Source: an optimization exercise on an open RTL-to-GDS flow (aim: small area). Production flows keep margins and buffers that such runs may drop. RTL that was checked went through simulation tests only; none was proved equivalent to the original.

## job 2592
==> flow/design.v (excerpt) <==
module FloatingPointMultiplier(
	input wire [26 : 0] in_1,
	input wire [26 : 0] in_2,
	input wire clk_pll,
	output wire [26 : 0] out
    );
Size in the first run: roughly 28 flip-flops, roughly 9600 um2 of cells after synthesis.
Settings: LEC_CHECK=0, CAP_MARGIN=20, CORE_MARGIN=2, CORE_UTILIZATION=40, CTS_BUF_LIST=sky130_fd_sc_hd__clkbuf_4 sky130_fd_sc_hd__clkbuf_8, SETUP_SLACK_MARGIN=-0.2, SLEW_MARGIN=20, SYNTH_HIERARCHICAL=1; clock period 6.8 ns.
standard.sh (not shown) runs the stock make flow with config.mk's settings and CLKGATE_MAP_FILE= SYNTH_SCRIPT=/design/flow/synth_recipe.tcl, a recipe that flattens the netlist after the stock synthesis.
==> flow/flow/run.sh <==
#!/bin/bash
# Layout flow: the standard synthesis and layout, with
# - the smallest buffer cell for the port buffers instead of the one
#   buffer_ports picks by default,
# - every combinational cell sized down before global placement
#   (flow/downsize.tcl), so that timing repair sizes up only what it needs,
# - timing-driven global placement that does not keep the buffers its
#   virtual repair inserts (GPL_KEEP_OVERFLOW=0); timing is repaired later,
# - input port buffers with many loads sized up to buf_2 after global
#   placement (flow/portbuf.tcl),
# - clock tree synthesis without dummy loads.
set -euo pipefail
bash standard.sh synth > synth.log 2>&1
bash standard.sh 'BUFFER_PORTS_ARGS=-buffer_cell sky130_fd_sc_hd__buf_1' \
  "PRE_GLOBAL_PLACE_TCL=$PWD/flow/downsize.tcl" GPL_KEEP_OVERFLOW=0 \
  "POST_GLOBAL_PLACE_TCL=$PWD/flow/portbuf.tcl" \
  'CTS_ARGS=-sink_clustering_enable -repair_clock_nets -dont_use_dummy_load -buf_list {sky130_fd_sc_hd__clkbuf_4 sky130_fd_sc_hd__clkbuf_8}' \
  finish > layout.log 2>&1
Other scripts of this flow, unchanged in this note and not shown: flow/flow/downsize.tcl, flow/flow/portbuf.tcl
Relative to job 2592, the following input files were edited for job 8067:
# job 2592
export LEC_CHECK = 0
export CAP_MARGIN = 20
export CORE_MARGIN = 2
export CORE_UTILIZATION = 40
export CTS_BUF_LIST = sky130_fd_sc_hd__clkbuf_4 sky130_fd_sc_hd__clkbuf_8
export SETUP_SLACK_MARGIN = -0.2
export SLEW_MARGIN = 20
export SYNTH_HIERARCHICAL = 1
create_clock -name core_clock -period 6.8 [get_ports {clk_pll}]
# job 8067
export LEC_CHECK = 0
export CAP_MARGIN = 20
export CORE_MARGIN = 2
export CORE_UTILIZATION = 40
export CTS_BUF_LIST = sky130_fd_sc_hd__clkbuf_4 sky130_fd_sc_hd__clkbuf_8
export SLEW_MARGIN = 20
export SYNTH_HIERARCHICAL = 1
create_clock -name core_clock -period 6.8 [get_ports {clk_pll}]
## What came out
- Job 8067: PASS, flow complete, no timing, DRC or antenna violations
- Comparing job 2592 with job 8067, the register fraction of the total cell area came out essentially unchanged.
- As far as count of clock tree sinks goes, job 8067 and job 2592 are indistinguishable; the numbers are identical.
- Post-cts repair resize count sits higher in job 8067 than in job 2592.
Input changes introduced in job 7254 (baseline for comparison: job 8067):
diff --git a/flow/flow/run.sh b/flow/flow/run.sh
--- a/flow/flow/run.sh
+++ b/flow/flow/run.sh
@@ -15,4 +15,4 @@
   "PRE_GLOBAL_PLACE_TCL=$PWD/flow/downsize.tcl" GPL_KEEP_OVERFLOW=0 \
   "POST_GLOBAL_PLACE_TCL=$PWD/flow/portbuf.tcl" \
-  'CTS_ARGS=-sink_clustering_enable -repair_clock_nets -dont_use_dummy_load -buf_list {sky130_fd_sc_hd__clkbuf_4 sky130_fd_sc_hd__clkbuf_8}' \
+  'CTS_ARGS=-sink_clustering_enable -sink_clustering_size 30 -sink_clustering_max_diameter 400 -repair_clock_nets -dont_use_dummy_load -buf_list {sky130_fd_sc_hd__clkbuf_4 sky130_fd_sc_hd__clkbuf_8}' \
   finish > layout.log 2>&1
Results
Global-route wire length before repair essentially unchanged between job 8067 and job 7254.
The final count of pins violating max slew was comparable across job 7254 and job 8067.
Overflow left after global routing came out exactly the same in job 7254 and job 8067.
Compared job 7254 against job 8067; overall fraction of global-route tracks in use within noise.
Area after synthesis: job 7254 vs job 8067 identical
From job 8067 to job 7254, worst setup margin did not move at all.
Between job 8067 and job 7254, the growth of design area from synthesis to finish does not differ in any meaningful way.
#### Input delta (job 4048 over job 7254)
diff --git a/flow/flow/run.sh b/flow/flow/run.sh
--- a/flow/flow/run.sh
+++ b/flow/flow/run.sh
@@ -9,10 +9,12 @@
 # - input port buffers with many loads sized up to buf_2 after global
 #   placement (flow/portbuf.tcl),
-# - clock tree synthesis without dummy loads.
+# - clock tree synthesis without dummy loads,
+# - cells on paths with timing slack sized down after global routing
+#   (RECOVER_POWER=100).
 set -euo pipefail
 bash standard.sh synth > synth.log 2>&1
 bash standard.sh 'BUFFER_PORTS_ARGS=-buffer_cell sky130_fd_sc_hd__buf_1' \
   "PRE_GLOBAL_PLACE_TCL=$PWD/flow/downsize.tcl" GPL_KEEP_OVERFLOW=0 \
-  "POST_GLOBAL_PLACE_TCL=$PWD/flow/portbuf.tcl" \
-  'CTS_ARGS=-sink_clustering_enable -sink_clustering_size 30 -sink_clustering_max_diameter 400 -repair_clock_nets -dont_use_dummy_load -buf_list {sky130_fd_sc_hd__clkbuf_4 sky130_fd_sc_hd__clkbuf_8}' \
+  "POST_GLOBAL_PLACE_TCL=$PWD/flow/portbuf.tcl" RECOVER_POWER=100 \
+  'CTS_ARGS=-sink_clustering_enable -repair_clock_nets -dont_use_dummy_load -buf_list {sky130_fd_sc_hd__clkbuf_4 sky130_fd_sc_hd__clkbuf_8}' \
   finish > layout.log 2>&1
[summary]
From job 4048 to job 7254, via count did not move at all.
Diff job 7254..job 4048 | relative slew slack | unchanged
The worst-margin pin slew on job 4048 is in line with that on job 7254.
Compared job 4048 against job 7254; core utilization within noise.


== old ==
FloatingPointMultiplier, a different RTL version from the one above (not shown whole).
Size: roughly 28 flip-flops, about 82 I/O pins, ~9500 sq um of cells after synthesis.
Design FloatingPointMultiplier, start of the top module:
module FloatingPointMultiplier(
	input wire [26 : 0] in_1,
	input wire [26 : 0] in_2,
	input wire clk_pll,
	output wire [26 : 0] out
    );
	wire na0;
	Inv u_na0 (.a(in_1[0]), .y(na0));
	wire nb0;
	Inv u_nb0 (.a(in_2[0]), .y(nb0));
	wire na1;
	Inv u_na1 (.a(in_1[1]), .y(na1));
	wire nb1;
	Inv u_nb1 (.a(in_2[1]), .y(nb1));
	wire na2;
	Inv u_na2 (.a(in_1[2]), .y(na2));
	wire nb2;
	Inv u_nb2 (.a(in_2[2]), .y(nb2));
	wire na3;
	Inv u_na3 (.a(in_1[3]), .y(na3));
	wire nb3;
	Inv u_nb3 (.a(in_2[3]), .y(nb3));
	wire na4;
	Inv u_na4 (.a(in_1[4]), .y(na4));
	wire nb4;
	Inv u_nb4 (.a(in_2[4]), .y(nb4));
	wire na5;
	Inv u_na5 (.a(in_1[5]), .y(na5));
	wire nb5;
	Inv u_nb5 (.a(in_2[5]), .y(nb5));
	wire na6;
	Inv u_na6 (.a(in_1[6]), .y(na6));
	wire nb6;
	Inv u_nb6 (.a(in_2[6]), .y(nb6));
	wire na7;
	Inv u_na7 (.a(in_1[7]), .y(na7));
	wire nb7;
	Inv u_nb7 (.a(in_2[7]), .y(nb7));
	wire na8;
	Inv u_na8 (.a(in_1[8]), .y(na8));
	wire nb8;
	Inv u_nb8 (.a(in_2[8]), .y(nb8));
	wire na9;
	Inv u_na9 (.a(in_1[9]), .y(na9));
	wire nb9;
	Inv u_nb9 (.a(in_2[9]), .y(nb9));
	wire na10;
	Inv u_na10 (.a(in_1[10]), .y(na10));
	wire nb10;
	Inv u_nb10 (.a(in_2[10]), .y(nb10));
	wire na11;
	Inv u_na11 (.a(in_1[11]), .y(na11));
	wire nb11;
  ...
==> flow/config.mk <==
export PLATFORM = sky130hd
export DESIGN_NAME = FloatingPointMultiplier
export DESIGN_NICKNAME = FloatingPointMultiplier
export VERILOG_FILES = /design/flow/design.v
export SDC_FILE = /design/flow/constraint.sdc
export NUM_CORES = 4
export LEC_CHECK = 0
export CAP_MARGIN = 20
export CORE_MARGIN = 2
export CORE_UTILIZATION = 40
export SLEW_MARGIN = 20
export SYNTH_HIERARCHICAL = 1
==> flow/constraint.sdc <==
create_clock -name core_clock -period 6.8 [get_ports {clk_pll}]
set_input_delay 1.3600 -clock core_clock [delete_from_list [all_inputs] [get_ports {clk_pll}]]
set_output_delay 1.3600 -clock core_clock [all_outputs]
set_load 0.01 [all_outputs]
==> flow/flow/run.sh <==
#!/bin/bash
# Layout flow: the standard synthesis and layout, with the smallest buffer
# cell for the port buffers instead of the one buffer_ports picks by default.
set -euo pipefail
bash standard.sh synth > synth.log 2>&1
bash standard.sh 'BUFFER_PORTS_ARGS=-buffer_cell sky130_fd_sc_hd__buf_1' finish > layout.log 2>&1
old: flow completed, timing, DRC and antenna clean
Modified inputs, new compared to old
==> flow/run.sh (new file) <==
#!/bin/bash
# synth_recipe.tcl (not shown) runs the flow's synth.tcl, then flattens the netlist and writes it again
# the make line also repeats each setting of config.mk as NAME=value (left out here)
make -C /OpenROAD-flow-scripts/flow DESIGN_CONFIG=/design/flow/config.mk WORK_HOME=/design/flow/orfs CLKGATE_MAP_FILE= SYNTH_SCRIPT=/design/flow/synth_recipe.tcl finish
removed: flow/flow/run.sh
removed: flow/standard.sh
Results
- In the reports for old and new, the larger detailed-router iteration count before antenna repair belongs to new.
- Of the two values seen for timing startpoint of the critical path, in_2[3] was produced by old and in_1[6] by new.
- [compare] base=old new=new: routed wire length moved up, area of all placed cells without fillers moved up, global-route met2 utilization moved up.
- Of old and new, the higher worst setup slack belongs to old.
- Comparing old and new, final cell count is lower on old.
No functional check of the RTL was part of any run of this note.

[what the ideal ports hide]
In the flow no input, the clock included, has a driving cell. The finished layouts below were timed again as built, in two steps.
Step 1 (the two cells are an assumption about what drives the block):
set clk [get_ports {clk_pll}]
set_driving_cell -lib_cell sky130_fd_sc_hd__clkbuf_16 $clk
set_driving_cell -lib_cell sky130_fd_sc_hd__buf_2 [delete_from_list [all_inputs] $clk]
Step 2, shift: input delay + t, output delay - t, t = (earliest + latest rising clock arrival at the registers) / 2. This alone moves slack from input paths to output paths.
Slacks: ideal / step 1 / step 2; pairs: ideal / step 1.
run | shift t [ns] | slack for setup (ns) | slew at the worst register clock pin (ns)
job 2592 | 0.288 | 0.133 / 0.135 / -0.153 | 0.10 / 0.10
job 8067 | 0.287 | 0.308 / 0.312 / 0.025 | 0.09 / 0.09
job 7254 | 0.287 | 0.308 / 0.312 / 0.025 | 0.09 / 0.09
job 4048 | 0.287 | 0.308 / 0.312 / 0.025 | 0.09 / 0.09
old | 0.281 | 0.472 / 0.463 / 0.181 | 0.06 / 0.06
new | 0.289 | 0.212 / 0.222 / -0.067 | 0.07 / 0.07
Met with ideal ports but missed after step 2: setup timing in job 2592 and new. For old, which loses most, drivers alone change the setup slack by -0.009 ns; drivers and shift together by -0.291 ns.
